Background: an optimization exercise with open tools, aiming at small area and a short achievable clock period. Do not read the settings as production practice. No functional check of the RTL was part of any run shown here.

## flow/design.v (module list and top-level ports; edited modules follow where they fit)
// module kalman_filter: 1214 lines
// module seg_driver: 158 lines
// module bcd_add3: 6 lines
// module kalman_range: 70 lines
// module div100: 270 lines
// module mod100: 50 lines
// module add_fa: 4 lines
// module add_ha: 4 lines
module kalman_range (
    input               clk,
    input               rst_n,
    input       [18:0]  f_data_in,
    input       [18:0]  b_data_in,
    output      [6:0]   hex1,
    output      [6:0]   hex2,
    output      [6:0]   hex3,
    output      [6:0]   hex4,
    output      [6:0]   hex5,
    output      [6:0]   hex6,
    output      [6:0]   hex7,
    output      [6:0]   hex8,
    output      [12:0]  distance_data_f,
    output      [12:0]  distance_data_b
);
  // ...
==> flow/flow/run.sh <==
#!/bin/bash
# The standard layout (the standard.sh: ORFS with the standard synthesis),
# with the port buffers that global placement inserts made buf_1 cells instead
# of the delay buffers buffer_ports picks on its own. Every port still gets
# its own buffer. ORFS writes each step's full log under orfs/logs; make's own
# output goes to flow_make.log here.
set -euo pipefail
export BUFFER_PORTS_ARGS="-buffer_cell sky130_fd_sc_hd__buf_1"
bash standard.sh finish > flow_make.log 2>&1
==> flow/standard.sh <==
#!/bin/bash
# synth_recipe.tcl (not shown) runs the flow's synth.tcl, then flattens the netlist and writes it again
# the make line also repeats each setting of config.mk as NAME=value (left out here)
make -C /OpenROAD-flow-scripts/flow DESIGN_CONFIG=/design/flow/config.mk WORK_HOME=/design/flow/orfs CLKGATE_MAP_FILE= SYNTH_SCRIPT=/design/flow/synth_recipe.tcl "${@:-finish}"
==> flow/config.mk <==
export PLATFORM = sky130hd
export DESIGN_NAME = kalman_range
export DESIGN_NICKNAME = kalman_range
export VERILOG_FILES = /design/flow/design.v
export SDC_FILE = /design/flow/constraint.sdc
export NUM_CORES = 4
export LEC_CHECK = 0
export ABC_AREA = 1
export CAP_MARGIN = 20
export CORE_MARGIN = 2
export CORE_UTILIZATION = 40
export PLACE_DENSITY = 0.6
export SLEW_MARGIN = 20
export SYNTH_HIERARCHICAL = 1
export SYNTH_MINIMUM_KEEP_SIZE = 0
==> flow/constraint.sdc <==
create_clock -name core_clock -period 140.0 [get_ports {clk}]
set_input_delay 28.0000 -clock core_clock [delete_from_list [all_inputs] [get_ports {clk}]]
set_output_delay 28.0000 -clock core_clock [all_outputs]
set_load 0.01 [all_outputs]
==> results.json, run 1 <==
{
  "bufAreaShareNonClock": 0.0238,
  "drive_gt1_frac": 0.0740,
  "die_h_um": 237,
  "hpwlAfterDp_um": 47000,
  "nFlopsAndLatches": 84,
  "die_area_um2": 56300,
  "hold_end": "u_seg_driver.point_1[0]$_DFF_PN0_",
  "drt_iter0_drc": 1366,
  "cp.required_ns": 140.25,
  "nNonClkInverters": 468,
  "clk_pin_slew_ns": 0.07,
  "gp_congestion": 0.912,
  "r2r-end": "f_kalman_filter.data_out[17]$_DFF_PN0_",
  "hold_viol_final": 0,
  "wl_per_cell_um": 17.3,
  "core_area_um2": 53800,
  "regToRegSetupSlack_ns": 130.63,
  "h-tree-depth": 3,
  "tapCellCount": 696,
  "seq_area_um2": 2010,
  "nClkBuffers": 12,
  "rsz0062_at_grt": "no",
  "largest_class": "multi-input gates",
  "sh_seq_area": 0.0881,
  "cpMostUsedCell": "fa_1",
  "grt_start_max_net_pins": 65,
  "status": "no timing/DRC/antenna violations",
  "pre_cts_slack_ns": 103.13,
  "placedCellCount": 3316,
  "min_path_cells": 0,
  "use_met1": 0.286
}
==> run 2: changes to the inputs <==
--- a/flow/design.v
+++ b/flow/design.v
@@ -702,514 +702,558 @@
     wire n694 = bsel[14] & n174;
     wire n695 = n693 | n694;
     wire n696 = bsel[15] & n176;
     wire n697 = bsel[14] & n175;
     wire n698 = n696 | n697;
     wire n699 = ~n698;
     wire n700 = bsel[15] | bsel[14];
     wire n701 = ~n155;
-    wire n702, n703;
-    add_fa nu0 (.a(bsel[2]), .b(n241), .c(n183), .s(n702), .co(n703));
-    wire n704, n705;
-    add_fa nu1 (.a(n244), .b(n155), .c(n186), .s(n704), .co(n705));
-    wire n706, n707;
-    add_fa nu2 (.a(n303), .b(n247), .c(n155), .s(n706), .co(n707));
-    wire n708, n709;
-    add_ha nu3 (.a(n189), .b(n705), .s(n708), .co(n709));
-    wire n710, n711;
-    add_fa nu4 (.a(n306), .b(n155), .c(n250), .s(n710), .co(n711));
-    wire n712, n713;
-    add_fa nu5 (.a(n192), .b(n707), .c(n710), .s(n712), .co(n713));
-    wire n714, n715;
-    add_fa nu6 (.a(bsel[6]), .b(n366), .c(n309), .s(n714), .co(n715));
-    wire n716, n717;
-    add_fa nu7 (.a(n155), .b(n253), .c(n195), .s(n716), .co(n717));
-    wire n718, n719;
-    add_fa nu8 (.a(n714), .b(n711), .c(n716), .s(n718), .co(n719));
-    wire n720, n721;
-    add_fa nu9 (.a(n371), .b(n155), .c(n312), .s(n720), .co(n721));
-    wire n722, n723;
-    add_fa nu10 (.a(n198), .b(n715), .c(n256), .s(n722), .co(n723));
-    wire n724, n725;
-    add_fa nu11 (.a(n720), .b(n717), .c(n722), .s(n724), .co(n725));
-    wire n726, n727;
-    add_fa nu12 (.a(bsel[9]), .b(n469), .c(n155), .s(n726), .co(n727));
-    wire n728, n729;
-    add_fa nu13 (.a(n315), .b(n376), .c(n201), .s(n728), .co(n729));
-    wire n730, n731;
-    add_fa nu14 (.a(n259), .b(n721), .c(n726), .s(n730), .co(n731));
-    wire n732, n733;
-    add_fa nu15 (.a(n723), .b(n728), .c(n730), .s(n732), .co(n733));
-    wire n734, n735;
-    add_fa nu16 (.a(n472), .b(n155), .c(n318), .s(n734), .co(n735));
-    wire n736, n737;
-    add_fa nu17 (.a(n381), .b(n262), .c(n727), .s(n736), .co(n737));
+    wire n702 = ~data_out[4];
+    wire n703 = ~data_out[5];
+    wire n704 = ~data_out[7];
+    wire n705 = ~data_out[9];
+    wire n706 = ~data_out[11];
+    wire n707 = ~data_out[13];
+    wire n708 = ~data_out[15];
+    wire n709 = ~data_out[17];
+    wire n710 = data_out[5] | (n703 & data_out[4]);
+    wire n711 = data_out[6] & n710;
+    wire n712 = data_out[7] | (n704 & n711);
+    wire n713 = data_out[8] & n712;
+    wire n714 = data_out[9] | (n705 & n713);
+    wire n715 = data_out[10] & n714;
+    wire n716 = data_out[11] | (n706 & n715);
+    wire n717 = data_out[12] & n716;
+    wire n718 = data_out[13] | (n707 & n717);
+    wire n719 = data_out[14] & n718;
+    wire n720 = data_out[15] | (n708 & n719);
+    wire n721 = data_out[16] & n720;
+    wire n722 = data_out[17] | (n709 & n721);
+    wire n723 = data_out[18] & n722;
+    wire n724 = n703 ^ data_out[4];
+    wire n725 = data_out[6] ^ n710;
+    wire n726 = n704 ^ n711;
+    wire n727 = data_out[8] ^ n712;
+    wire n728 = n705 ^ n713;
+    wire n729 = data_out[10] ^ n714;
+    wire n730 = n706 ^ n715;
+    wire n731 = data_out[12] ^ n716;
+    wire n732 = n707 ^ n717;
+    wire n733 = data_out[14] ^ n718;
+    wire n734 = n708 ^ n719;
+    wire n735 = data_out[16] ^ n720;
+    wire n736 = n709 ^ n721;
+    wire n737 = data_out[18] ^ n722;
     wire n738, n739;
-    add_fa nu18 (.a(n204), .b(n729), .c(n734), .s(n738), .co(n739));
+    add_fa nu0 (.a(bsel[2]), .b(n241), .c(n183), .s(n738), .co(n739));
     wire n740, n741;
-    add_fa nu19 (.a(n731), .b(n736), .c(n738), .s(n740), .co(n741));
+    add_fa nu1 (.a(n244), .b(n155), .c(n186), .s(n740), .co(n741));
     wire n742, n743;
-    add_fa nu20 (.a(n636), .b(n534), .c(n475), .s(n742), .co(n743));
+    add_fa nu2 (.a(n303), .b(n247), .c(n155), .s(n742), .co(n743));
     wire n744, n745;
-    add_fa nu21 (.a(n155), .b(n321), .c(n386), .s(n744), .co(n745));
+    add_ha nu3 (.a(n189), .b(n741), .s(n744), .co(n745));
     wire n746, n747;
-    add_fa nu22 (.a(n265), .b(n742), .c(n207), .s(n746), .co(n747));
+    add_fa nu4 (.a(n306), .b(n155), .c(n250), .s(n746), .co(n747));
     wire n748, n749;
-    add_fa nu23 (.a(n735), .b(n744), .c(n737), .s(n748), .co(n749));
+    add_fa nu5 (.a(n192), .b(n743), .c(n746), .s(n748), .co(n749));
     wire n750, n751;
-    add_fa nu24 (.a(n746), .b(n739), .c(n748), .s(n750), .co(n751));
+    add_fa nu6 (.a(bsel[6]), .b(n366), .c(n309), .s(n750), .co(n751));
     wire n752, n753;
-    add_fa nu25 (.a(n539), .b(n155), .c(n478), .s(n752), .co(n753));
+    add_fa nu7 (.a(n155), .b(n253), .c(n195), .s(n752), .co(n753));
     wire n754, n755;
-    add_fa nu26 (.a(n324), .b(n743), .c(n210), .s(n754), .co(n755));
+    add_fa nu8 (.a(n750), .b(n747), .c(n752), .s(n754), .co(n755));
     wire n756, n757;
-    add_fa nu27 (.a(n391), .b(n268), .c(n752), .s(n756), .co(n757));
+    add_fa nu9 (.a(n371), .b(n155), .c(n312), .s(n756), .co(n757));
     wire n758, n759;
-    add_fa nu28 (.a(n745), .b(n747), .c(n754), .s(n758), .co(n759));
+    add_fa nu10 (.a(n198), .b(n751), .c(n256), .s(n758), .co(n759));
     wire n760, n761;
-    add_fa nu29 (.a(n756), .b(n749), .c(n758), .s(n760), .co(n761));
+    add_fa nu11 (.a(n756), .b(n753), .c(n758), .s(n760), .co(n761));
     wire n762, n763;
-    add_fa nu30 (.a(n700), .b(n638), .c(n155), .s(n762), .co(n763));
+    add_fa nu12 (.a(bsel[9]), .b(n469), .c(n155), .s(n762), .co(n763));
     wire n764, n765;
-    add_fa nu31 (.a(n544), .b(n481), .c(n327), .s(n764), .co(n765));
+    add_fa nu13 (.a(n315), .b(n376), .c(n201), .s(n764), .co(n765));
     wire n766, n767;
-    add_fa nu32 (.a(n213), .b(n396), .c(n753), .s(n766), .co(n767));
+    add_fa nu14 (.a(n259), .b(n757), .c(n762), .s(n766), .co(n767));
     wire n768, n769;
-    add_fa nu33 (.a(n271), .b(n762), .c(n764), .s(n768), .co(n769));
+    add_fa nu15 (.a(n759), .b(n764), .c(n766), .s(n768), .co(n769));
     wire n770, n771;
-    add_fa nu34 (.a(n755), .b(n757), .c(n766), .s(n770), .co(n771));
+    add_fa nu16 (.a(n472), .b(n155), .c(n318), .s(n770), .co(n771));
     wire n772, n773;
-    add_fa nu35 (.a(n768), .b(n759), .c(n770), .s(n772), .co(n773));
+    add_fa nu17 (.a(n381), .b(n262), .c(n763), .s(n772), .co(n773));
     wire n774, n775;
-    add_fa nu36 (.a(n641), .b(n155), .c(n484), .s(n774), .co(n775));
+    add_fa nu18 (.a(n204), .b(n765), .c(n770), .s(n774), .co(n775));
     wire n776, n777;
-    add_fa nu37 (.a(n549), .b(n763), .c(n216), .s(n776), .co(n777));
+    add_fa nu19 (.a(n767), .b(n772), .c(n774), .s(n776), .co(n777));
     wire n778, n779;
-    add_fa nu38 (.a(n330), .b(n401), .c(n274), .s(n778), .co(n779));
+    add_fa nu20 (.a(n636), .b(n534), .c(n475), .s(n778), .co(n779));
     wire n780, n781;
-    add_fa nu39 (.a(n765), .b(n774), .c(n767), .s(n780), .co(n781));
+    add_fa nu21 (.a(n155), .b(n321), .c(n386), .s(n780), .co(n781));
     wire n782, n783;
-    add_fa nu40 (.a(n776), .b(n778), .c(n769), .s(n782), .co(n783));
+    add_fa nu22 (.a(n265), .b(n778), .c(n207), .s(n782), .co(n783));
     wire n784, n785;
-    add_fa nu41 (.a(n771), .b(n780), .c(n782), .s(n784), .co(n785));
+    add_fa nu23 (.a(n771), .b(n780), .c(n773), .s(n784), .co(n785));
     wire n786, n787;
-    add_fa nu42 (.a(n136), .b(n644), .c(n155), .s(n786), .co(n787));
+    add_fa nu24 (.a(n782), .b(n775), .c(n784), .s(n786), .co(n787));
     wire n788, n789;
-    add_fa nu43 (.a(n487), .b(n554), .c(n219), .s(n788), .co(n789));
+    add_fa nu25 (.a(n539), .b(n155), .c(n478), .s(n788), .co(n789));
     wire n790, n791;
-    add_fa nu44 (.a(n333), .b(n406), .c(n277), .s(n790), .co(n791));
+    add_fa nu26 (.a(n324), .b(n779), .c(n210), .s(n790), .co(n791));
     wire n792, n793;
-    add_fa nu45 (.a(n786), .b(n775), .c(n777), .s(n792), .co(n793));
+    add_fa nu27 (.a(n391), .b(n268), .c(n788), .s(n792), .co(n793));
     wire n794, n795;
-    add_fa nu46 (.a(n779), .b(n788), .c(n790), .s(n794), .co(n795));
+    add_fa nu28 (.a(n781), .b(n783), .c(n790), .s(n794), .co(n795));
     wire n796, n797;
-    add_fa nu47 (.a(n781), .b(n792), .c(n794), .s(n796), .co(n797));
+    add_fa nu29 (.a(n792), .b(n785), .c(n794), .s(n796), .co(n797));
     wire n798, n799;
-    add_ha nu48 (.a(n783), .b(n796), .s(n798), .co(n799));
+    add_fa nu30 (.a(n700), .b(n638), .c(n155), .s(n798), .co(n799));
     wire n800, n801;
-    add_fa nu49 (.a(n137), .b(n155), .c(n647), .s(n800), .co(n801));
+    add_fa nu31 (.a(n544), .b(n481), .c(n327), .s(n800), .co(n801));
     wire n802, n803;
-    add_fa nu50 (.a(n490), .b(n787), .c(n222), .s(n802), .co(n803));
+    add_fa nu32 (.a(n213), .b(n396), .c(n789), .s(n802), .co(n803));
     wire n804, n805;
-    add_fa nu51 (.a(n336), .b(n280), .c(n559), .s(n804), .co(n805));
+    add_fa nu33 (.a(n271), .b(n798), .c(n800), .s(n804), .co(n805));
     wire n806, n807;
-    add_fa nu52 (.a(n800), .b(n411), .c(n789), .s(n806), .co(n807));
+    add_fa nu34 (.a(n791), .b(n793), .c(n802), .s(n806), .co(n807));
     wire n808, n809;
-    add_fa nu53 (.a(n791), .b(n802), .c(n804), .s(n808), .co(n809));
+    add_fa nu35 (.a(n804), .b(n795), .c(n806), .s(n808), .co(n809));
     wire n810, n811;
-    add_fa nu54 (.a(n793), .b(n806), .c(n795), .s(n810), .co(n811));
+    add_fa nu36 (.a(n641), .b(n155), .c(n484), .s(n810), .co(n811));
     wire n812, n813;
-    add_fa nu55 (.a(n808), .b(n797), .c(n810), .s(n812), .co(n813));
+    add_fa nu37 (.a(n549), .b(n799), .c(n216), .s(n812), .co(n813));
     wire n814, n815;
-    add_fa nu56 (.a(data_out[0]), .b(n138), .c(n650), .s(n814), .co(n815));
+    add_fa nu38 (.a(n330), .b(n401), .c(n274), .s(n814), .co(n815));
     wire n816, n817;
-    add_fa nu57 (.a(n493), .b(n225), .c(n339), .s(n816), .co(n817));
+    add_fa nu39 (.a(n801), .b(n810), .c(n803), .s(n816), .co(n817));
     wire n818, n819;
-    add_fa nu58 (.a(n283), .b(n564), .c(n801), .s(n818), .co(n819));
+    add_fa nu40 (.a(n812), .b(n814), .c(n805), .s(n818), .co(n819));
     wire n820, n821;
-    add_fa nu59 (.a(n814), .b(n416), .c(n803), .s(n820), .co(n821));
+    add_fa nu41 (.a(n807), .b(n816), .c(n818), .s(n820), .co(n821));
     wire n822, n823;
-    add_fa nu60 (.a(n805), .b(n816), .c(n818), .s(n822), .co(n823));
+    add_fa nu42 (.a(n136), .b(n644), .c(n155), .s(n822), .co(n823));
     wire n824, n825;
-    add_fa nu61 (.a(n807), .b(n820), .c(n809), .s(n824), .co(n825));
+    add_fa nu43 (.a(n487), .b(n554), .c(n219), .s(n824), .co(n825));
     wire n826, n827;
-    add_fa nu62 (.a(n822), .b(n811), .c(n824), .s(n826), .co(n827));
+    add_fa nu44 (.a(n333), .b(n406), .c(n277), .s(n826), .co(n827));
     wire n828, n829;
-    add_fa nu63 (.a(data_out[1]), .b(n139), .c(n653), .s(n828), .co(n829));
+    add_fa nu45 (.a(n822), .b(n811), .c(n813), .s(n828), .co(n829));
     wire n830, n831;
-    add_fa nu64 (.a(n342), .b(n496), .c(n286), .s(n830), .co(n831));
+    add_fa nu46 (.a(n815), .b(n824), .c(n826), .s(n830), .co(n831));
     wire n832, n833;
-    add_fa nu65 (.a(n569), .b(n815), .c(n228), .s(n832), .co(n833));
+    add_fa nu47 (.a(n817), .b(n828), .c(n830), .s(n832), .co(n833));
     wire n834, n835;
-    add_fa nu66 (.a(n421), .b(n828), .c(n817), .s(n834), .co(n835));
+    add_ha nu48 (.a(n819), .b(n832), .s(n834), .co(n835));
     wire n836, n837;
-    add_fa nu67 (.a(n819), .b(n830), .c(n832), .s(n836), .co(n837));
+    add_fa nu49 (.a(n137), .b(n155), .c(n647), .s(n836), .co(n837));
     wire n838, n839;
-    add_fa nu68 (.a(n821), .b(n834), .c(n823), .s(n838), .co(n839));
+    add_fa nu50 (.a(n490), .b(n823), .c(n222), .s(n838), .co(n839));
     wire n840, n841;
-    add_fa nu69 (.a(n836), .b(n825), .c(n838), .s(n840), .co(n841));
+    add_fa nu51 (.a(n336), .b(n280), .c(n559), .s(n840), .co(n841));
     wire n842, n843;
-    add_fa nu70 (.a(data_out[2]), .b(n140), .c(n656), .s(n842), .co(n843));
+    add_fa nu52 (.a(n836), .b(n411), .c(n825), .s(n842), .co(n843));
     wire n844, n845;
-    add_fa nu71 (.a(n345), .b(n289), .c(n499), .s(n844), .co(n845));
+    add_fa nu53 (.a(n827), .b(n838), .c(n840), .s(n844), .co(n845));
     wire n846, n847;
-    add_fa nu72 (.a(n574), .b(n231), .c(n426), .s(n846), .co(n847));
+    add_fa nu54 (.a(n829), .b(n842), .c(n831), .s(n846), .co(n847));
     wire n848, n849;
-    add_fa nu73 (.a(n829), .b(n842), .c(n831), .s(n848), .co(n849));
+    add_fa nu55 (.a(n844), .b(n833), .c(n846), .s(n848), .co(n849));
     wire n850, n851;
-    add_fa nu74 (.a(n844), .b(n833), .c(n846), .s(n850), .co(n851));
+    add_fa nu56 (.a(data_out[0]), .b(n138), .c(n650), .s(n850), .co(n851));
     wire n852, n853;
-    add_fa nu75 (.a(n835), .b(n848), .c(n837), .s(n852), .co(n853));
+    add_fa nu57 (.a(n493), .b(n225), .c(n339), .s(n852), .co(n853));
     wire n854, n855;
-    add_fa nu76 (.a(n850), .b(n839), .c(n852), .s(n854), .co(n855));
+    add_fa nu58 (.a(n283), .b(n564), .c(n837), .s(n854), .co(n855));
     wire n856, n857;
-    add_fa nu77 (.a(data_out[3]), .b(n141), .c(n659), .s(n856), .co(n857));
+    add_fa nu59 (.a(n850), .b(n416), .c(n839), .s(n856), .co(n857));
     wire n858, n859;
-    add_fa nu78 (.a(n348), .b(n502), .c(n234), .s(n858), .co(n859));
+    add_fa nu60 (.a(n841), .b(n852), .c(n854), .s(n858), .co(n859));
     wire n860, n861;
-    add_fa nu79 (.a(n431), .b(n292), .c(n579), .s(n860), .co(n861));
+    add_fa nu61 (.a(n843), .b(n856), .c(n845), .s(n860), .co(n861));
     wire n862, n863;
-    add_fa nu80 (.a(n843), .b(n856), .c(n845), .s(n862), .co(n863));
+    add_fa nu62 (.a(n858), .b(n847), .c(n860), .s(n862), .co(n863));
     wire n864, n865;
-    add_fa nu81 (.a(n847), .b(n858), .c(n860), .s(n864), .co(n865));
+    add_fa nu63 (.a(data_out[1]), .b(n139), .c(n653), .s(n864), .co(n865));
     wire n866, n867;
-    add_fa nu82 (.a(n849), .b(n862), .c(n851), .s(n866), .co(n867));
+    add_fa nu64 (.a(n342), .b(n496), .c(n286), .s(n866), .co(n867));
     wire n868, n869;
-    add_fa nu83 (.a(n864), .b(n853), .c(n866), .s(n868), .co(n869));
-    wire n870 = data_out[4] ^ n142;
-    wire n871 = ~n870;
-    wire n872 = data_out[4] | n142;
-    wire n873, n874;
-    add_fa nu84 (.a(n871), .b(n662), .c(n238), .s(n873), .co(n874));
-    wire n875, n876;
-    add_fa nu85 (.a(n351), .b(n505), .c(n436), .s(n875), .co(n876));
-    wire n877, n878;
-    add_fa nu86 (.a(n295), .b(n584), .c(n857), .s(n877), .co(n878));
-    wire n879, n880;
-    add_fa nu87 (.a(n873), .b(n859), .c(n861), .s(n879), .co(n880));
-    wire n881, n882;
-    add_fa nu88 (.a(n875), .b(n877), .c(n863), .s(n881), .co(n882));
-    wire n883, n884;
-    add_fa nu89 (.a(n865), .b(n879), .c(n881), .s(n883), .co(n884));
-    wire n885, n886;
-    add_ha nu90 (.a(n867), .b(n883), .s(n885), .co(n886));
-    wire n887 = data_out[5] ^ n143;
-    wire n888 = ~n887;
-    wire n889 = data_out[5] | n143;
+    add_fa nu65 (.a(n569), .b(n851), .c(n228), .s(n868), .co(n869));
+    wire n870, n871;
+    add_fa nu66 (.a(n421), .b(n864), .c(n853), .s(n870), .co(n871));
+    wire n872, n873;
+    add_fa nu67 (.a(n855), .b(n866), .c(n868), .s(n872), .co(n873));
+    wire n874, n875;
+    add_fa nu68 (.a(n857), .b(n870), .c(n859), .s(n874), .co(n875));
+    wire n876, n877;
+    add_fa nu69 (.a(n872), .b(n861), .c(n874), .s(n876), .co(n877));
+    wire n878, n879;
+    add_fa nu70 (.a(data_out[2]), .b(n140), .c(n656), .s(n878), .co(n879));
+    wire n880, n881;
+    add_fa nu71 (.a(n345), .b(n289), .c(n499), .s(n880), .co(n881));
+    wire n882, n883;
+    add_fa nu72 (.a(n574), .b(n231), .c(n426), .s(n882), .co(n883));
+    wire n884, n885;
+    add_fa nu73 (.a(n865), .b(n878), .c(n867), .s(n884), .co(n885));
+    wire n886, n887;
+    add_fa nu74 (.a(n880), .b(n869), .c(n882), .s(n886), .co(n887));
+    wire n888, n889;
+    add_fa nu75 (.a(n871), .b(n884), .c(n873), .s(n888), .co(n889));
     wire n890, n891;
-    add_fa nu91 (.a(n872), .b(n888), .c(n298), .s(n890), .co(n891));
+    add_fa nu76 (.a(n886), .b(n875), .c(n888), .s(n890), .co(n891));
     wire n892, n893;
-    add_fa nu92 (.a(n508), .b(n665), .c(n354), .s(n892), .co(n893));
+    add_fa nu77 (.a(data_out[3]), .b(n141), .c(n659), .s(n892), .co(n893));
     wire n894, n895;
-    add_fa nu93 (.a(n441), .b(n589), .c(n874), .s(n894), .co(n895));
+    add_fa nu78 (.a(n348), .b(n502), .c(n234), .s(n894), .co(n895));
     wire n896, n897;
-    add_fa nu94 (.a(n890), .b(n876), .c(n878), .s(n896), .co(n897));
+    add_fa nu79 (.a(n431), .b(n292), .c(n579), .s(n896), .co(n897));
     wire n898, n899;
-    add_fa nu95 (.a(n892), .b(n894), .c(n880), .s(n898), .co(n899));
+    add_fa nu80 (.a(n879), .b(n892), .c(n881), .s(n898), .co(n899));
     wire n900, n901;
-    add_fa nu96 (.a(n896), .b(n882), .c(n898), .s(n900), .co(n901));
+    add_fa nu81 (.a(n883), .b(n894), .c(n896), .s(n900), .co(n901));
     wire n902, n903;
-    add_ha nu97 (.a(n884), .b(n900), .s(n902), .co(n903));
+    add_fa nu82 (.a(n885), .b(n898), .c(n887), .s(n902), .co(n903));
     wire n904, n905;
-    add_fa nu98 (.a(data_out[6]), .b(n144), .c(n889), .s(n904), .co(n905));
+    add_fa nu83 (.a(n900), .b(n889), .c(n902), .s(n904), .co(n905));
     wire n906, n907;
-    add_fa nu99 (.a(n302), .b(n511), .c(n668), .s(n906), .co(n907));
+    add_fa nu84 (.a(n702), .b(n142), .c(n662), .s(n906), .co(n907));
     wire n908, n909;
-    add_fa nu100 (.a(n904), .b(n357), .c(n446), .s(n908), .co(n909));
+    add_fa nu85 (.a(n238), .b(n351), .c(n505), .s(n908), .co(n909));
     wire n910, n911;
-    add_fa nu101 (.a(n594), .b(n891), .c(n906), .s(n910), .co(n911));
+    add_fa nu86 (.a(n436), .b(n295), .c(n584), .s(n910), .co(n911));
     wire n912, n913;
-    add_fa nu102 (.a(n893), .b(n908), .c(n895), .s(n912), .co(n913));
+    add_fa nu87 (.a(n893), .b(n906), .c(n908), .s(n912), .co(n913));
     wire n914, n915;
-    add_fa nu103 (.a(n897), .b(n910), .c(n912), .s(n914), .co(n915));
+    add_fa nu88 (.a(n895), .b(n897), .c(n910), .s(n914), .co(n915));
     wire n916, n917;
-    add_fa nu104 (.a(n899), .b(n914), .c(n901), .s(n916), .co(n917));
-    wire n918 = data_out[7] ^ n145;
-    wire n919 = ~n918;
-    wire n920 = data_out[7] | n145;
-    wire n921, n922;
-    add_fa nu105 (.a(n919), .b(n905), .c(n514), .s(n921), .co(n922));
-    wire n923, n924;
-    add_fa nu106 (.a(n671), .b(n360), .c(n599), .s(n923), .co(n924));
-    wire n925, n926;
-    add_fa nu107 (.a(n451), .b(n907), .c(n921), .s(n925), .co(n926));
-    wire n927, n928;
-    add_fa nu108 (.a(n909), .b(n923), .c(n911), .s(n927), .co(n928));
-    wire n929, n930;
-    add_fa nu109 (.a(n925), .b(n913), .c(n927), .s(n929), .co(n930));
-    wire n931, n932;
-    add_ha nu110 (.a(n915), .b(n929), .s(n931), .co(n932));
-    wire n933, n934;
-    add_fa nu111 (.a(data_out[8]), .b(n146), .c(n920), .s(n933), .co(n934));
-    wire n935, n936;
-    add_fa nu112 (.a(n364), .b(n517), .c(n674), .s(n935), .co(n936));
-    wire n937, n938;
-    add_fa nu113 (.a(n604), .b(n933), .c(n456), .s(n937), .co(n938));
-    wire n939, n940;
-    add_fa nu114 (.a(n922), .b(n935), .c(n924), .s(n939), .co(n940));
-    wire n941, n942;
-    add_fa nu115 (.a(n937), .b(n926), .c(n939), .s(n941), .co(n942));
-    wire n943, n944;
-    add_fa nu116 (.a(n928), .b(n941), .c(n930), .s(n943), .co(n944));
-    wire n945 = data_out[9] ^ n147;
-    wire n946 = ~n945;
-    wire n947 = data_out[9] | n147;
+    add_fa nu89 (.a(n899), .b(n912), .c(n901), .s(n916), .co(n917));
+    wire n918, n919;
+    add_fa nu90 (.a(n914), .b(n903), .c(n916), .s(n918), .co(n919));
+    wire n920, n921;
+    add_fa nu91 (.a(n724), .b(n143), .c(n298), .s(n920), .co(n921));
+    wire n922, n923;
+    add_fa nu92 (.a(n508), .b(n665), .c(n354), .s(n922), .co(n923));
+    wire n924, n925;
+    add_fa nu93 (.a(n441), .b(n589), .c(n907), .s(n924), .co(n925));
+    wire n926, n927;
+    add_fa nu94 (.a(n909), .b(n920), .c(n911), .s(n926), .co(n927));
+    wire n928, n929;
+    add_fa nu95 (.a(n922), .b(n924), .c(n913), .s(n928), .co(n929));
+    wire n930, n931;
+    add_fa nu96 (.a(n915), .b(n926), .c(n928), .s(n930), .co(n931));
+    wire n932, n933;
+    add_ha nu97 (.a(n917), .b(n930), .s(n932), .co(n933));
+    wire n934, n935;
+    add_fa nu98 (.a(n725), .b(n144), .c(n302), .s(n934), .co(n935));
+    wire n936, n937;
+    add_fa nu99 (.a(n511), .b(n668), .c(n357), .s(n936), .co(n937));
+    wire n938, n939;
+    add_fa nu100 (.a(n446), .b(n594), .c(n921), .s(n938), .co(n939));
+    wire n940, n941;
+    add_fa nu101 (.a(n934), .b(n923), .c(n925), .s(n940), .co(n941));
+    wire n942, n943;
+    add_fa nu102 (.a(n936), .b(n938), .c(n927), .s(n942), .co(n943));
+    wire n944, n945;
+    add_fa nu103 (.a(n940), .b(n929), .c(n942), .s(n944), .co(n945));
+    wire n946, n947;
+    add_ha nu104 (.a(n931), .b(n944), .s(n946), .co(n947));
     wire n948, n949;
-    add_fa nu117 (.a(n946), .b(n677), .c(n520), .s(n948), .co(n949));
+    add_fa nu105 (.a(n726), .b(n145), .c(n514), .s(n948), .co(n949));
     wire n950, n951;
-    add_fa nu118 (.a(n934), .b(n609), .c(n461), .s(n950), .co(n951));
+    add_fa nu106 (.a(n671), .b(n360), .c(n599), .s(n950), .co(n951));
     wire n952, n953;
-    add_fa nu119 (.a(n936), .b(n948), .c(n938), .s(n952), .co(n953));
+    add_fa nu107 (.a(n451), .b(n935), .c(n948), .s(n952), .co(n953));
     wire n954, n955;
-    add_fa nu120 (.a(n950), .b(n940), .c(n952), .s(n954), .co(n955));
+    add_fa nu108 (.a(n937), .b(n950), .c(n939), .s(n954), .co(n955));
     wire n956, n957;
-    add_ha nu121 (.a(n942), .b(n954), .s(n956), .co(n957));
+    add_fa nu109 (.a(n941), .b(n952), .c(n954), .s(n956), .co(n957));
     wire n958, n959;
-    add_fa nu122 (.a(data_out[10]), .b(n148), .c(n947), .s(n958), .co(n959));
+    add_fa nu110 (.a(n943), .b(n956), .c(n945), .s(n958), .co(n959));
     wire n960, n961;
-    add_fa nu123 (.a(n680), .b(n467), .c(n523), .s(n960), .co(n961));
+    add_fa nu111 (.a(n727), .b(n146), .c(n364), .s(n960), .co(n961));
     wire n962, n963;
-    add_fa nu124 (.a(n614), .b(n958), .c(n949), .s(n962), .co(n963));
+    add_fa nu112 (.a(n517), .b(n674), .c(n604), .s(n962), .co(n963));
     wire n964, n965;
-    add_fa nu125 (.a(n960), .b(n951), .c(n962), .s(n964), .co(n965));
+    add_fa nu113 (.a(n456), .b(n949), .c(n960), .s(n964), .co(n965));
     wire n966, n967;
-    add_fa nu126 (.a(n953), .b(n964), .c(n955), .s(n966), .co(n967));
-    wire n968 = data_out[11] ^ n149;
-    wire n969 = ~n968;
-    wire n970 = data_out[11] | n149;
-    wire n971, n972;
-    add_fa nu127 (.a(n969), .b(n683), .c(n959), .s(n971), .co(n972));
-    wire n973, n974;
-    add_fa nu128 (.a(n526), .b(n619), .c(n961), .s(n973), .co(n974));
-    wire n975, n976;
-    add_fa nu129 (.a(n971), .b(n963), .c(n973), .s(n975), .co(n976));
-    wire n977, n978;
-    add_ha nu130 (.a(n965), .b(n975), .s(n977), .co(n978));
-    wire n979, n980;
-    add_fa nu131 (.a(data_out[12]), .b(n150), .c(n970), .s(n979), .co(n980));
-    wire n981, n982;
-    add_fa nu132 (.a(n530), .b(n686), .c(n979), .s(n981), .co(n982));
-    wire n983, n984;
-    add_fa nu133 (.a(n624), .b(n972), .c(n981), .s(n983), .co(n984));
-    wire n985, n986;
-    add_fa nu134 (.a(n974), .b(n983), .c(n976), .s(n985), .co(n986));
-    wire n987 = data_out[13] ^ n151;
-    wire n988 = ~n987;
-    wire n989 = data_out[13] | n151;
+    add_fa nu114 (.a(n951), .b(n962), .c(n953), .s(n966), .co(n967));
+    wire n968, n969;
+    add_fa nu115 (.a(n964), .b(n955), .c(n966), .s(n968), .co(n969));
+    wire n970, n971;
+    add_ha nu116 (.a(n957), .b(n968), .s(n970), .co(n971));
+    wire n972, n973;
+    add_fa nu117 (.a(n728), .b(n147), .c(n677), .s(n972), .co(n973));
+    wire n974, n975;
+    add_fa nu118 (.a(n520), .b(n609), .c(n461), .s(n974), .co(n975));
+    wire n976, n977;
+    add_fa nu119 (.a(n961), .b(n972), .c(n963), .s(n976), .co(n977));
+    wire n978, n979;
+    add_fa nu120 (.a(n965), .b(n974), .c(n976), .s(n978), .co(n979));
+    wire n980, n981;
+    add_fa nu121 (.a(n967), .b(n978), .c(n969), .s(n980), .co(n981));
+    wire n982, n983;
+    add_fa nu122 (.a(n729), .b(n148), .c(n680), .s(n982), .co(n983));
+    wire n984, n985;
+    add_fa nu123 (.a(n467), .b(n523), .c(n614), .s(n984), .co(n985));
+    wire n986, n987;
+    add_fa nu124 (.a(n973), .b(n982), .c(n984), .s(n986), .co(n987));
+    wire n988, n989;
+    add_fa nu125 (.a(n975), .b(n977), .c(n986), .s(n988), .co(n989));
     wire n990, n991;
-    add_fa nu135 (.a(n988), .b(n980), .c(n629), .s(n990), .co(n991));
+    add_ha nu126 (.a(n979), .b(n988), .s(n990), .co(n991));
     wire n992, n993;
-    add_fa nu136 (.a(n689), .b(n982), .c(n990), .s(n992), .co(n993));
+    add_fa nu127 (.a(n730), .b(n149), .c(n683), .s(n992), .co(n993));
     wire n994, n995;
-    add_ha nu137 (.a(n984), .b(n992), .s(n994), .co(n995));
+    add_fa nu128 (.a(n526), .b(n983), .c(n619), .s(n994), .co(n995));
     wire n996, n997;
-    add_fa nu138 (.a(data_out[14]), .b(n152), .c(n989), .s(n996), .co(n997));
+    add_fa nu129 (.a(n992), .b(n985), .c(n994), .s(n996), .co(n997));
     wire n998, n999;
-    add_fa nu139 (.a(n635), .b(n692), .c(n996), .s(n998), .co(n999));
+    add_fa nu130 (.a(n987), .b(n996), .c(n989), .s(n998), .co(n999));
     wire n1000, n1001;
-    add_fa nu140 (.a(n991), .b(n998), .c(n993), .s(n1000), .co(n1001));
-    wire n1002 = data_out[15] ^ n153;
-    wire n1003 = ~n1002;
-    wire n1004 = data_out[15] | n153;
-    wire n1005, n1006;
-    add_fa nu141 (.a(n1003), .b(n997), .c(n695), .s(n1005), .co(n1006));
-    wire n1007, n1008;
-    add_ha nu142 (.a(n999), .b(n1005), .s(n1007), .co(n1008));
-    wire n1009, n1010;
-    add_fa nu143 (.a(data_out[16]), .b(n154), .c(n1004), .s(n1009), .co(n1010));
-    wire n1011, n1012;
-    add_fa nu144 (.a(n699), .b(n1009), .c(n1006), .s(n1011), .co(n1012));
-    wire n1013 = data_out[17] ^ n155;
-    wire n1014 = ~n1013;
-    wire n1015 = data_out[17] | n155;
+    add_fa nu131 (.a(n731), .b(n150), .c(n530), .s(n1000), .co(n1001));
+    wire n1002, n1003;
+    add_fa nu132 (.a(n686), .b(n993), .c(n624), .s(n1002), .co(n1003));
+    wire n1004, n1005;
+    add_fa nu133 (.a(n1000), .b(n995), .c(n1002), .s(n1004), .co(n1005));
+    wire n1006, n1007;
+    add_ha nu134 (.a(n997), .b(n1004), .s(n1006), .co(n1007));
+    wire n1008, n1009;
+    add_fa nu135 (.a(n732), .b(n151), .c(n629), .s(n1008), .co(n1009));
+    wire n1010, n1011;
+    add_fa nu136 (.a(n689), .b(n1001), .c(n1008), .s(n1010), .co(n1011));
+    wire n1012, n1013;
+    add_fa nu137 (.a(n1003), .b(n1010), .c(n1005), .s(n1012), .co(n1013));
+    wire n1014, n1015;
+    add_fa nu138 (.a(n733), .b(n152), .c(n635), .s(n1014), .co(n1015));
     wire n1016, n1017;
-    add_ha nu145 (.a(n1014), .b(n1010), .s(n1016), .co(n1017));
+    add_fa nu139 (.a(n692), .b(n1009), .c(n1014), .s(n1016), .co(n1017));
     wire n1018, n1019;
-    add_fa nu146 (.a(data_out[18]), .b(n701), .c(n1015), .s(n1018), .co(n1019));
-    wire n1020 = n177 & n155;
-    wire n1021 = n177 ^ n155;
-    wire n1022 = n180 & n155;
-    wire n1023 = n180 ^ n155;
-    wire n1024 = n155 & n702;
-    wire n1025 = n155 ^ n702;
-    wire n1026 = n703 & n704;
-    wire n1027 = n703 ^ n704;
-    wire n1028 = n706 & n708;
-    wire n1029 = n706 ^ n708;
-    wire n1030 = n709 & n712;
-    wire n1031 = n709 ^ n712;
-    wire n1032 = n713 & n718;
-    wire n1033 = n713 ^ n718;
-    wire n1034 = n719 & n724;
-    wire n1035 = n719 ^ n724;
-    wire n1036 = n725 & n732;
-    wire n1037 = n725 ^ n732;
-    wire n1038 = n733 & n740;
-    wire n1039 = n733 ^ n740;
-    wire n1040 = n741 & n750;
-    wire n1041 = n741 ^ n750;
-    wire n1042 = n751 & n760;
-    wire n1043 = n751 ^ n760;
-    wire n1044 = n761 & n772;
-    wire n1045 = n761 ^ n772;
-    wire n1046 = n773 & n784;
-    wire n1047 = n773 ^ n784;
-    wire n1048 = n785 & n798;
-    wire n1049 = n785 ^ n798;
-    wire n1050 = n799 & n812;
-    wire n1051 = n799 ^ n812;
-    wire n1052 = n813 & n826;
-    wire n1053 = n813 ^ n826;
-    wire n1054 = n827 & n840;
-    wire n1055 = n827 ^ n840;
-    wire n1056 = n841 & n854;
-    wire n1057 = n841 ^ n854;
-    wire n1058 = n855 & n868;
-    wire n1059 = n855 ^ n868;
-    wire n1060 = n869 & n885;
-    wire n1061 = n869 ^ n885;
-    wire n1062 = n886 & n902;
-    wire n1063 = n886 ^ n902;
-    wire n1064 = n903 & n916;
-    wire n1065 = n903 ^ n916;
-    wire n1066 = n917 & n931;
-    wire n1067 = n917 ^ n931;
-    wire n1068 = n932 & n943;
-    wire n1069 = n932 ^ n943;
-    wire n1070 = n944 & n956;
-    wire n1071 = n944 ^ n956;
-    wire n1072 = n957 & n966;
-    wire n1073 = n957 ^ n966;
-    wire n1074 = n967 & n977;
-    wire n1075 = n967 ^ n977;
-    wire n1076 = n978 & n985;
-    wire n1077 = n978 ^ n985;
-    wire n1078 = n986 & n994;
-    wire n1079 = n986 ^ n994;
-    wire n1080 = n995 & n1000;
-    wire n1081 = n995 ^ n1000;
-    wire n1082 = n1001 & n1007;
-    wire n1083 = n1001 ^ n1007;
-    wire n1084 = n1008 & n1011;
-    wire n1085 = n1008 ^ n1011;
-    wire n1086 = n1012 & n1016;
-    wire n1087 = n1012 ^ n1016;
-    wire n1088 = n1017 & n1018;
-    wire n1089 = n1017 ^ n1018;
-    wire n1090 = n1022 | (n1023 & n1020);
-    wire n1091 = n1024 | (n1025 & n1090);
-    wire n1092 = n1026 | (n1027 & n1091);
-    wire n1093 = n1028 | (n1029 & n1092);
-    wire n1094 = n1030 | (n1031 & n1093);
-    wire n1095 = n1032 | (n1033 & n1094);
-    wire n1096 = n1034 | (n1035 & n1095);
-    wire n1097 = n1036 | (n1037 & n1096);
-    wire n1098 = n1038 | (n1039 & n1097);
-    wire n1099 = n1040 | (n1041 & n1098);
-    wire n1100 = n1042 | (n1043 & n1099);
-    wire n1101 = n1044 | (n1045 & n1100);
-    wire n1102 = n1046 | (n1047 & n1101);
-    wire n1103 = n1048 | (n1049 & n1102);
-    wire n1104 = n1050 | (n1051 & n1103);
-    wire n1105 = n1052 | (n1053 & n1104);
-    wire n1106 = n1054 | (n1055 & n1105);
-    wire n1107 = n1055 & n1053;
-    wire n1108 = n1058 | (n1059 & n1056);
-    wire n1109 = n1059 & n1057;
-    wire n1110 = n1062 | (n1063 & n1060);
-    wire n1111 = n1063 & n1061;
-    wire n1112 = n1066 | (n1067 & n1064);
-    wire n1113 = n1067 & n1065;
-    wire n1114 = n1070 | (n1071 & n1068);
-    wire n1115 = n1071 & n1069;
-    wire n1116 = n1074 | (n1075 & n1072);
-    wire n1117 = n1075 & n1073;
-    wire n1118 = n1078 | (n1079 & n1076);
-    wire n1119 = n1079 & n1077;
-    wire n1120 = n1082 | (n1083 & n1080);
-    wire n1121 = n1083 & n1081;
-    wire n1122 = n1086 | (n1087 & n1084);
-    wire n1123 = n1087 & n1085;
-    wire n1124 = n1056 | (n1057 & n1106);
-    wire n1125 = n1057 & n1107;
-    wire n1126 = n1108 | (n1109 & n1106);
-    wire n1127 = n1109 & n1107;
-    wire n1128 = n1064 | (n1065 & n1110);
-    wire n1129 = n1065 & n1111;
-    wire n1130 = n1112 | (n1113 & n1110);
-    wire n1131 = n1113 & n1111;
-    wire n1132 = n1072 | (n1073 & n1114);
-    wire n1133 = n1073 & n1115;
-    wire n1134 = n1116 | (n1117 & n1114);
-    wire n1135 = n1117 & n1115;
-    wire n1136 = n1080 | (n1081 & n1118);
-    wire n1137 = n1081 & n1119;
-    wire n1138 = n1120 | (n1121 & n1118);
-    wire n1139 = n1121 & n1119;
-    wire n1140 = n1088 | (n1089 & n1122);
-    wire n1141 = n1089 & n1123;
-    wire n1142 = n1060 | (n1061 & n1126);
-    wire n1143 = n1061 & n1127;
-    wire n1144 = n1110 | (n1111 & n1126);
-    wire n1145 = n1111 & n1127;
-    wire n1146 = n1128 | (n1129 & n1126);
-    wire n1147 = n1129 & n1127;
-    wire n1148 = n1130 | (n1131 & n1126);
-    wire n1149 = n1131 & n1127;
-    wire n1150 = n1076 | (n1077 & n1134);
-    wire n1151 = n1077 & n1135;
-    wire n1152 = n1118 | (n1119 & n1134);
-    wire n1153 = n1119 & n1135;
-    wire n1154 = n1136 | (n1137 & n1134);
-    wire n1155 = n1137 & n1135;
-    wire n1156 = n1138 | (n1139 & n1134);
-    wire n1157 = n1139 & n1135;
-    wire n1158 = n1068 | (n1069 & n1148);
-    wire n1159 = n1069 & n1149;
-    wire n1160 = n1114 | (n1115 & n1148);
-    wire n1161 = n1115 & n1149;
-    wire n1162 = n1132 | (n1133 & n1148);
-    wire n1163 = n1133 & n1149;
-    wire n1164 = n1134 | (n1135 & n1148);
-    wire n1165 = n1135 & n1149;
-    wire n1166 = n1150 | (n1151 & n1148);
-    wire n1167 = n1151 & n1149;
-    wire n1168 = n1152 | (n1153 & n1148);
-    wire n1169 = n1153 & n1149;
-    wire n1170 = n1154 | (n1155 & n1148);
-    wire n1171 = n1155 & n1149;
-    wire n1172 = n1156 | (n1157 & n1148);
-    wire n1173 = n1157 & n1149;
-    wire n1174 = n1084 | (n1085 & n1172);
-    wire n1175 = n1085 & n1173;
-    wire n1176 = n1122 | (n1123 & n1172);
-    wire n1177 = n1123 & n1173;
-    wire n1178 = n1140 | (n1141 & n1172);
-    wire n1179 = n1141 & n1173;
-    wire n1180 = n1053 ^ n1104;
-    wire n1181 = n1055 ^ n1105;
-    wire n1182 = n1057 ^ n1106;
-    wire n1183 = n1059 ^ n1124;
-    wire n1184 = n1061 ^ n1126;
-    wire n1185 = n1063 ^ n1142;
-    wire n1186 = n1065 ^ n1144;
-    wire n1187 = n1067 ^ n1146;
-    wire n1188 = n1069 ^ n1148;
-    wire n1189 = n1071 ^ n1158;
-    wire n1190 = n1073 ^ n1160;
-    wire n1191 = n1075 ^ n1162;
-    wire n1192 = n1077 ^ n1164;
-    wire n1193 = n1079 ^ n1166;
-    wire n1194 = n1081 ^ n1168;
-    wire n1195 = n1083 ^ n1170;
-    wire n1196 = n1085 ^ n1172;
-    wire n1197 = n1087 ^ n1174;
-    wire n1198 = n1089 ^ n1176;
-    wire [18:0] next_out = {n1198, n1197, n1196, n1195, n1194, n1193, n1192, n1191, n1190, n1189, n1188, n1187, n1186, n1185, n1184, n1183, n1182, n1181, n1180};
+    add_ha nu140 (.a(n1011), .b(n1016), .s(n1018), .co(n1019));
+    wire n1020, n1021;
+    add_fa nu141 (.a(n734), .b(n153), .c(n695), .s(n1020), .co(n1021));
+    wire n1022, n1023;
+    add_fa nu142 (.a(n1015), .b(n1020), .c(n1017), .s(n1022), .co(n1023));
+    wire n1024, n1025;
+    add_fa nu143 (.a(n735), .b(n154), .c(n699), .s(n1024), .co(n1025));
+    wire n1026, n1027;
+    add_ha nu144 (.a(n1024), .b(n1021), .s(n1026), .co(n1027));
+    wire n1028, n1029;
+    add_fa nu145 (.a(n736), .b(n155), .c(n1025), .s(n1028), .co(n1029));
+    wire n1030, n1031;
+    add_ha nu146 (.a(n737), .b(n701), .s(n1030), .co(n1031));
+    wire n1032 = n177 & n155;
+    wire n1033 = n177 ^ n155;
+    wire n1034 = n180 & n155;
+    wire n1035 = n180 ^ n155;
+    wire n1036 = n155 & n738;
+    wire n1037 = n155 ^ n738;
+    wire n1038 = n739 & n740;
+    wire n1039 = n739 ^ n740;
+    wire n1040 = n742 & n744;
+    wire n1041 = n742 ^ n744;
+    wire n1042 = n745 & n748;
+    wire n1043 = n745 ^ n748;
+    wire n1044 = n749 & n754;
+    wire n1045 = n749 ^ n754;
+    wire n1046 = n755 & n760;
+    wire n1047 = n755 ^ n760;
+    wire n1048 = n761 & n768;
+    wire n1049 = n761 ^ n768;
+    wire n1050 = n769 & n776;
+    wire n1051 = n769 ^ n776;
+    wire n1052 = n777 & n786;
+    wire n1053 = n777 ^ n786;
+    wire n1054 = n787 & n796;
+    wire n1055 = n787 ^ n796;
+    wire n1056 = n797 & n808;
+    wire n1057 = n797 ^ n808;
+    wire n1058 = n809 & n820;
+    wire n1059 = n809 ^ n820;
+    wire n1060 = n821 & n834;
+    wire n1061 = n821 ^ n834;
+    wire n1062 = n835 & n848;
+    wire n1063 = n835 ^ n848;
+    wire n1064 = n849 & n862;
+    wire n1065 = n849 ^ n862;
+    wire n1066 = n863 & n876;
+    wire n1067 = n863 ^ n876;
+    wire n1068 = n877 & n890;
+    wire n1069 = n877 ^ n890;
+    wire n1070 = n891 & n904;
+    wire n1071 = n891 ^ n904;
+    wire n1072 = n905 & n918;
+    wire n1073 = n905 ^ n918;
+    wire n1074 = n919 & n932;
+    wire n1075 = n919 ^ n932;
+    wire n1076 = n933 & n946;
+    wire n1077 = n933 ^ n946;
+    wire n1078 = n947 & n958;
+    wire n1079 = n947 ^ n958;
+    wire n1080 = n959 & n970;
+    wire n1081 = n959 ^ n970;
+    wire n1082 = n971 & n980;
+    wire n1083 = n971 ^ n980;
+    wire n1084 = n981 & n990;
+    wire n1085 = n981 ^ n990;
+    wire n1086 = n991 & n998;
+    wire n1087 = n991 ^ n998;
+    wire n1088 = n999 & n1006;
+    wire n1089 = n999 ^ n1006;
+    wire n1090 = n1007 & n1012;
+    wire n1091 = n1007 ^ n1012;
+    wire n1092 = n1013 & n1018;
+    wire n1093 = n1013 ^ n1018;
+    wire n1094 = n1019 & n1022;
+    wire n1095 = n1019 ^ n1022;
+    wire n1096 = n1023 & n1026;
+    wire n1097 = n1023 ^ n1026;
+    wire n1098 = n1027 & n1028;
+    wire n1099 = n1027 ^ n1028;
+    wire n1100 = n1029 & n1030;
+    wire n1101 = n1029 ^ n1030;
+    wire n1102 = n1034 | (n1035 & n1032);
+    wire n1103 = n1035 & n1033;
+    wire n1104 = n1038 | (n1039 & n1036);
+    wire n1105 = n1039 & n1037;
+    wire n1106 = n1042 | (n1043 & n1040);
+    wire n1107 = n1043 & n1041;
+    wire n1108 = n1046 | (n1047 & n1044);
+    wire n1109 = n1047 & n1045;
+    wire n1110 = n1050 | (n1051 & n1048);
+    wire n1111 = n1051 & n1049;
+    wire n1112 = n1054 | (n1055 & n1052);
+    wire n1113 = n1055 & n1053;
+    wire n1114 = n1058 | (n1059 & n1056);
+    wire n1115 = n1059 & n1057;
+    wire n1116 = n1062 | (n1063 & n1060);
+    wire n1117 = n1063 & n1061;
+    wire n1118 = n1066 | (n1067 & n1064);
+    wire n1119 = n1067 & n1065;
+    wire n1120 = n1070 | (n1071 & n1068);
+    wire n1121 = n1071 & n1069;
+    wire n1122 = n1074 | (n1075 & n1072);
+    wire n1123 = n1075 & n1073;
+    wire n1124 = n1078 | (n1079 & n1076);
+    wire n1125 = n1079 & n1077;
+    wire n1126 = n1082 | (n1083 & n1080);
+    wire n1127 = n1083 & n1081;
+    wire n1128 = n1086 | (n1087 & n1084);
+    wire n1129 = n1087 & n1085;
+    wire n1130 = n1090 | (n1091 & n1088);
+    wire n1131 = n1091 & n1089;
+    wire n1132 = n1094 | (n1095 & n1092);
+    wire n1133 = n1095 & n1093;
+    wire n1134 = n1098 | (n1099 & n1096);
+    wire n1135 = n1099 & n1097;
+    wire n1136 = n1104 | (n1105 & n1102);
+    wire n1137 = n1105 & n1103;
+    wire n1138 = n1108 | (n1109 & n1106);
+    wire n1139 = n1109 & n1107;
+    wire n1140 = n1112 | (n1113 & n1110);
+    wire n1141 = n1113 & n1111;
+    wire n1142 = n1116 | (n1117 & n1114);
+    wire n1143 = n1117 & n1115;
+    wire n1144 = n1120 | (n1121 & n1118);
+    wire n1145 = n1121 & n1119;
+    wire n1146 = n1124 | (n1125 & n1122);
+    wire n1147 = n1125 & n1123;
+    wire n1148 = n1128 | (n1129 & n1126);
+    wire n1149 = n1129 & n1127;
+    wire n1150 = n1132 | (n1133 & n1130);
+    wire n1151 = n1133 & n1131;
+    wire n1152 = n1138 | (n1139 & n1136);
+    wire n1153 = n1139 & n1137;
+    wire n1154 = n1142 | (n1143 & n1140);
+    wire n1155 = n1143 & n1141;
+    wire n1156 = n1146 | (n1147 & n1144);
+    wire n1157 = n1147 & n1145;
+    wire n1158 = n1150 | (n1151 & n1148);
+    wire n1159 = n1151 & n1149;
+    wire n1160 = n1154 | (n1155 & n1152);
+    wire n1161 = n1155 & n1153;
+    wire n1162 = n1158 | (n1159 & n1156);
+    wire n1163 = n1159 & n1157;
+    wire n1164 = n1162 | (n1163 & n1160);
+    wire n1165 = n1163 & n1161;
+    wire n1166 = n1156 | (n1157 & n1160);
+    wire n1167 = n1157 & n1161;
+    wire n1168 = n1140 | (n1141 & n1152);
+    wire n1169 = n1141 & n1153;
+    wire n1170 = n1144 | (n1145 & n1160);
+    wire n1171 = n1145 & n1161;
+    wire n1172 = n1148 | (n1149 & n1166);
+    wire n1173 = n1149 & n1167;
+    wire n1174 = n1106 | (n1107 & n1136);
+    wire n1175 = n1107 & n1137;
+    wire n1176 = n1110 | (n1111 & n1152);
+    wire n1177 = n1111 & n1153;
+    wire n1178 = n1114 | (n1115 & n1168);
+    wire n1179 = n1115 & n1169;
+    wire n1180 = n1118 | (n1119 & n1160);
+    wire n1181 = n1119 & n1161;
+    wire n1182 = n1122 | (n1123 & n1170);
+    wire n1183 = n1123 & n1171;
+    wire n1184 = n1126 | (n1127 & n1166);
+    wire n1185 = n1127 & n1167;
+    wire n1186 = n1130 | (n1131 & n1172);
+    wire n1187 = n1131 & n1173;
+    wire n1188 = n1134 | (n1135 & n1164);
+    wire n1189 = n1135 & n1165;
+    wire n1190 = n1036 | (n1037 & n1102);
+    wire n1191 = n1037 & n1103;
+    wire n1192 = n1040 | (n1041 & n1136);
+    wire n1193 = n1041 & n1137;
+    wire n1194 = n1044 | (n1045 & n1174);
+    wire n1195 = n1045 & n1175;
+    wire n1196 = n1048 | (n1049 & n1152);
+    wire n1197 = n1049 & n1153;
+    wire n1198 = n1052 | (n1053 & n1176);
+    wire n1199 = n1053 & n1177;
+    wire n1200 = n1056 | (n1057 & n1168);
+    wire n1201 = n1057 & n1169;
+    wire n1202 = n1060 | (n1061 & n1178);
+    wire n1203 = n1061 & n1179;
+    wire n1204 = n1064 | (n1065 & n1160);
+    wire n1205 = n1065 & n1161;
+    wire n1206 = n1068 | (n1069 & n1180);
+    wire n1207 = n1069 & n1181;
+    wire n1208 = n1072 | (n1073 & n1170);
+    wire n1209 = n1073 & n1171;
+    wire n1210 = n1076 | (n1077 & n1182);
+    wire n1211 = n1077 & n1183;
+    wire n1212 = n1080 | (n1081 & n1166);
+    wire n1213 = n1081 & n1167;
+    wire n1214 = n1084 | (n1085 & n1184);
+    wire n1215 = n1085 & n1185;
+    wire n1216 = n1088 | (n1089 & n1172);
+    wire n1217 = n1089 & n1173;
+    wire n1218 = n1092 | (n1093 & n1186);
+    wire n1219 = n1093 & n1187;
+    wire n1220 = n1096 | (n1097 & n1164);
+    wire n1221 = n1097 & n1165;
+    wire n1222 = n1100 | (n1101 & n1188);
+    wire n1223 = n1101 & n1189;
+    wire n1224 = n1065 ^ n1160;
+    wire n1225 = n1067 ^ n1204;
+    wire n1226 = n1069 ^ n1180;
+    wire n1227 = n1071 ^ n1206;
+    wire n1228 = n1073 ^ n1170;
+    wire n1229 = n1075 ^ n1208;
+    wire n1230 = n1077 ^ n1182;
+    wire n1231 = n1079 ^ n1210;
+    wire n1232 = n1081 ^ n1166;
+    wire n1233 = n1083 ^ n1212;
+    wire n1234 = n1085 ^ n1184;
+    wire n1235 = n1087 ^ n1214;
+    wire n1236 = n1089 ^ n1172;
+    wire n1237 = n1091 ^ n1216;
+    wire n1238 = n1093 ^ n1186;
+    wire n1239 = n1095 ^ n1218;
+    wire n1240 = n1097 ^ n1164;
+    wire n1241 = n1099 ^ n1220;
+    wire n1242 = n1101 ^ n1188;
+    wire [18:0] next_out = {n1242, n1241, n1240, n1239, n1238, n1237, n1236, n1235, n1234, n1233, n1232, n1231, n1230, n1229, n1228, n1227, n1226, n1225, n1224};
 always @(posedge clk or negedge rst_n) begin
 	if(~rst_n)
 		data_out	<= 19'd0;
 	else
 		data_out	<= next_out;
 end
 endmodule
 module seg_driver(
@@ -1231,32 +1275,32 @@
 		reg		[6:0]	r1;
 		always @(posedge clk) begin
 			q1 <= q_in;
 			r1 <= r_in;
 		end
 		wire	[28:0]	q_s3 = {16'd0, q1} << 3;
 		wire	[28:0]	q_c3;
 		wire	[3:0]	qa0;
-		bcd_add3 u_qa0 (.d(q_s3[16:13]), .o(qa0));
+		bcd_add3s u_qa0 (.d(q_s3[15:13]), .o(qa0));
 		assign q_c3 = {q_s3[28:17], qa0, q_s3[12:0]};
 		wire	[28:0]	q_s4 = q_c3 << 1;
 		wire	[28:0]	q_c4;
 		wire	[3:0]	qa1;
 		bcd_add3 u_qa1 (.d(q_s4[16:13]), .o(qa1));
 		assign q_c4 = {q_s4[28:17], qa1, q_s4[12:0]};
 		wire	[28:0]	q_s5 = q_c4 << 1;
 		wire	[28:0]	q_c5;
 		wire	[3:0]	qa2;
 		bcd_add3 u_qa2 (.d(q_s5[16:13]), .o(qa2));
 		assign q_c5 = {q_s5[28:17], qa2, q_s5[12:0]};
 		wire	[28:0]	q_s6 = q_c5 << 1;
 		wire	[28:0]	q_c6;
 		wire	[3:0]	qa3;
-		bcd_add3 u_qa3 (.d(q_s6[20:17]), .o(qa3));
+		bcd_add3s u_qa3 (.d(q_s6[19:17]), .o(qa3));
 		wire	[3:0]	qa4;
 		bcd_add3 u_qa4 (.d(q_s6[16:13]), .o(qa4));
 		assign q_c6 = {q_s6[28:21], qa3, qa4, q_s6[12:0]};
 		wire	[28:0]	q_s7 = q_c6 << 1;
 		wire	[28:0]	q_c7;
 		wire	[3:0]	qa5;
 		bcd_add3 u_qa5 (.d(q_s7[20:17]), .o(qa5));
 		wire	[3:0]	qa6;
@@ -1267,17 +1311,17 @@
 		wire	[3:0]	qa7;
 		bcd_add3 u_qa7 (.d(q_s8[20:17]), .o(qa7));
 		wire	[3:0]	qa8;
 		bcd_add3 u_qa8 (.d(q_s8[16:13]), .o(qa8));
 		assign q_c8 = {q_s8[28:21], qa7, qa8, q_s8[12:0]};
 		wire	[28:0]	q_s9 = q_c8 << 1;
 		wire	[28:0]	q_c9;
 		wire	[3:0]	qa9;
-		bcd_add3 u_qa9 (.d(q_s9[24:21]), .o(qa9));
+		bcd_add3s u_qa9 (.d(q_s9[23:21]), .o(qa9));
 		wire	[3:0]	qa10;
 		bcd_add3 u_qa10 (.d(q_s9[20:17]), .o(qa10));
 		wire	[3:0]	qa11;
 		bcd_add3 u_qa11 (.d(q_s9[16:13]), .o(qa11));
 		assign q_c9 = {q_s9[28:25], qa9, qa10, qa11, q_s9[12:0]};
 		wire	[28:0]	q_s10 = q_c9 << 1;
 		wire	[28:0]	q_c10;
 		wire	[3:0]	qa12;
@@ -1303,17 +1347,17 @@
 		wire	[3:0]	qa19;
 		bcd_add3 u_qa19 (.d(q_s12[20:17]), .o(qa19));
 		wire	[3:0]	qa20;
 		bcd_add3 u_qa20 (.d(q_s12[16:13]), .o(qa20));
 		assign q_c12 = {q_s12[28:25], qa18, qa19, qa20, q_s12[12:0]};
 		wire	[28:0]	q_s13 = q_c12 << 1;
 		wire	[14:0]	r_s3 = {8'd0, r1} << 3;
 		wire	[3:0]	ra3;
-		bcd_add3 u_ra3 (.d(r_s3[10:7]), .o(ra3));
+		bcd_add3s u_ra3 (.d(r_s3[9:7]), .o(ra3));
 		wire	[14:0]	r_s4 = {r_s3[13:11], ra3, r_s3[6:0], 1'b0};
 		wire	[3:0]	ra4;
 		bcd_add3 u_ra4 (.d(r_s4[10:7]), .o(ra4));
 		wire	[14:0]	r_s5 = {r_s4[13:11], ra4, r_s4[6:0], 1'b0};
 		wire	[3:0]	ra5;
 		bcd_add3 u_ra5 (.d(r_s5[10:7]), .o(ra5));
 		wire	[14:0]	r_s6 = {r_s5[13:11], ra5, r_s5[6:0], 1'b0};
 		wire	[3:0]	ra6;
@@ -1371,16 +1415,22 @@
 		endfunction
 	endmodule
 module bcd_add3(input [3:0] d, output [3:0] o);
 	assign o = {d[3] | d[2] & (d[1] | d[0]),
 	            d[3] & d[0] | d[2] & ~d[1] & ~d[0],
 	            d[3] & ~d[0] | ~d[2] & d[1] | d[1] & d[0],
 	            d[3] & ~d[0] | ~d[3] & ~d[2] & d[0] | d[2] & d[1] & ~d[0]};
 endmodule
+module bcd_add3s(input [2:0] d, output [3:0] o);
+	assign o = {d[2] & (d[1] | d[0]),
+	            d[2] & ~d[1] & ~d[0],
+	            ~d[2] & d[1] | d[1] & d[0],
+	            ~d[2] & d[0] | d[2] & d[1] & ~d[0]};
+endmodule
 module kalman_range (
     input               clk,
     input               rst_n,
     input       [18:0]  f_data_in,
     input       [18:0]  b_data_in,
     output      [6:0]   hex1,
     output      [6:0]   hex2,
     output      [6:0]   hex3,
--- a/flow/config.mk
+++ b/flow/config.mk
@@ -4,12 +4,13 @@
 export VERILOG_FILES = /design/flow/design.v
 export SDC_FILE = /design/flow/constraint.sdc
 export NUM_CORES = 4
 export LEC_CHECK = 0
 export ABC_AREA = 1
 export CAP_MARGIN = 20
 export CORE_MARGIN = 2
 export CORE_UTILIZATION = 40
+export CTS_BUF_LIST = sky130_fd_sc_hd__clkbuf_8
 export PLACE_DENSITY = 0.6
 export SLEW_MARGIN = 20
 export SYNTH_HIERARCHICAL = 1
 export SYNTH_MINIMUM_KEEP_SIZE = 0
==> run 2 against run 1 <==
Routed wire length is 3.9% higher. Die area increased by 2.1%. First-iteration DRC count is 10% higher. Worst hold slack improved by 0.023 ns. Synthesized cell count grew 1.0%. Sequential share of layout area fell by 0.13 points. Register-to-register slack improved by 2.0 ns. Critical endpoint is now f_kalman_filter.data_out[15]$_DFF_PN0_. Largest cell class unchanged. Highest routed layer is now met4.
==> results.json, run 2 <==
{
  "yosysWarnings": 9,
  "ant_nets": 0,
  "crit_path_end": "f_kalman_filter.data_out[15]$_DFF_PN0_",
  "core_area_um2": 55000,
  "finalSetupTns_ns": 0,
  "largestRegisters": "b_kalman_filter.data_out x19, f_kalman_filter.data_out x19, u_seg_driver.q1 x13",
  "cp_max_fo": 15,
  "gp_congestion": 0.921,
  "maxCapViolCount": 0,
  "grt_use_met3": 0.0545,
  "groute.layer.met2.usage": 0.344,
  "num_vias": 18200,
  "start_kind": "primary input",
  "clk_pin_slew_ns": 0.11,
  "drc": 0,
  "tightest_slew_ns": 0.944,
  "cts-root-buf": "clkbuf_8",
  "hpwlAfterDp_um": 49600,
  "critPathSlowestCell": "clkinv_1",
  "setup_viol": 0,
  "cts_buffers": 9,
  "cts_hold_buf": 0,
  "rsz0062_at_grt": "no",
  "cts_sinks": 84,
  "clockBufferDepth": 2,
  "grt.busiest_layer": "met2",
  "fin_nets": 3323,
  "ff2ff_path_depth": 30,
  "detail_route.wirelength_um": 59900,
  "core.rowCount": 86,
  "critPathCaptureType": "flip-flop",
  "hold_path_class": "flip-flop to flip-flop",
  "wl_per_cell_um": 17.6,
  "area_delta_synth_final_pct": 4.28,
  "grt_pass1_wl_um": 97400,
  "max_freq_mhz": 29.1,
  "most-common-layout-cells": "nand2_1, inv_1, fa_1",
  "cp.required_ns": 140.33,
  "crit_arrival_ns": 34.72,
  "status": "no timing/DRC/antenna violations",
  "antenna_found_initial": 0,
  "grt_pass1_vias": 18400,
  "die_area_um2": 57500,
  "cp.buffers_inverters": 4,
  "final.setup_skew_ns": 0.0183,
  "grt_start_max_net_pins": 60,
  "die_h_um": 240,
  "clkLatencyLatePin_ns": 0.43,
  "dieWidth_um": 240,
  "h-tree-depth": 3,
  "num_io_pins": 122,
  "layout_setup_ws_ns": 105.61,
  "whs_ns": 0.351,
  "cpMostUsedCell": "nand2_1",
  "final_common_cell": "nand2_1",
  "startpoint": "f_data_in[6]",
  "ctsResizeCount": 0,
  "cts_setup_buffers": 0,
  "synth_area_um2": 22200,
  "crit_family": "adder cells",
  "crit_cells": 31,
  "pre_cts_slack_ns": 105.18,
  "use_met1": 0.288,
  "port_buffers": 120,
  "track_usage": 0.216,
  "finalCriticalPeriod_ns": 34.39,
  "r2r-start": "f_kalman_filter.data_out[3]$_DFF_PN0_",
  "syn_inst": 2636,
  "cts_tree": "built",
  "grt_overflow": 0,
  "r2r-end": "f_kalman_filter.data_out[15]$_DFF_PN0_",
  "dr.pass1.iters": 7,
  "drv_slew": 0,
  "slew_headroom": 0.369,
  "fillerInstances": 5410,
  "drt_iter0_drc": 1506,
  "min_period_over_period": 0.246,
  "drive_gt1_frac": 0.0756,
  "path_class": "primary input to flip-flop",
  "slowest_delay_ns": 0.61,
  "hold_viol_final": 0,
  "regToRegSetupSlack_ns": 132.64,
  "start_util": 0.404,
  "viasPerCell": 5.34,
  "avgSynthCellArea_um2": 8.43
}
## run 2: layout make-up
| class | instances | area, um^2 | area share |
|---|---|---|---|
| inverter | 464 | 1740 | 0.0751 |
| clock buffer | 9 | 124 | 0.00534 |
| antenna | 1 | 2.50 | 0.000108 |
| multi-input combinational | 1954 | 17700 | 0.765 |
| sequential | 84 | 2010 | 0.0868 |
| tap | 748 | 936 | 0.0404 |
| timing repair buffer | 129 | 522 | 0.0225 |
| clock inverter | 7 | 103 | 0.00443 |
## run 2: per-stage QoR
stage,util,std cells,cell area (um^2)
floorplan,-,2636,22200
global placement,0.417,3379,23000
detailed placement,0.417,3379,23000
CTS,0.422,3395,23200
global route,0.422,3395,23200
finish,0.422,3396,23200
## run 2: layer usage
layer	vias up	wire, um
li1	8483	-
met1	8786	25500
met2	767	27300
met3	115	5380
met4	0	1680
met5	-	0
## run 2: how the worst min path moves through the flow
stage | end | cells after the start | from | slack [ns]
global route | u_seg_driver.point_1[0]$_DFF_PN0_ | 0 | u_seg_driver.q1[0]$_DFF_P_ | 0.37
floorplan | u_seg_driver.point_1[0]$_DFF_PN0_ | 0 | u_seg_driver.q1[0]$_DFF_P_ | 0.32
global placement | u_seg_driver.point_3[0]$_DFF_PN0_ | 0 | u_seg_driver.r1[0]$_DFF_P_ | 0.35
detailed placement | u_seg_driver.point_1[0]$_DFF_PN0_ | 0 | u_seg_driver.q1[0]$_DFF_P_ | 0.35
CTS | u_seg_driver.point_1[0]$_DFF_PN0_ | 0 | u_seg_driver.q1[0]$_DFF_P_ | 0.36
finish | u_seg_driver.point_1[0]$_DFF_PN0_ | 0 | u_seg_driver.q1[0]$_DFF_P_ | 0.35

==> re-timing with driven ports <==
The results above use ideal ports. As a check the final layouts listed here were re-extracted and re-timed, cells and wires unchanged. Step 1, drivers: a clkbuf_16 drives clk and a buf_2 each remaining input, both assumed. Step 2, shift: input delay + t, output delay - t, t = (earliest + latest rising clock arrival at the registers) / 2. This alone moves slack from input paths to output paths. Slacks: no drivers / after step 1 / after step 2; pairs: no drivers / after step 1.
| run | t (ns) | setup WS [ns] | worst setup path at the end |
|---|---|---|---|
| run 1 | 0.412 | 103.551 / 103.580 / 103.168 | input to register |
| run 2 | 0.470 | 105.607 / 105.631 / 105.161 | input to register |
After both steps every run listed still meets setup and hold. The setup slack of run 2, which loses most, moves by +0.024 ns with the drivers and by -0.446 ns with both steps.
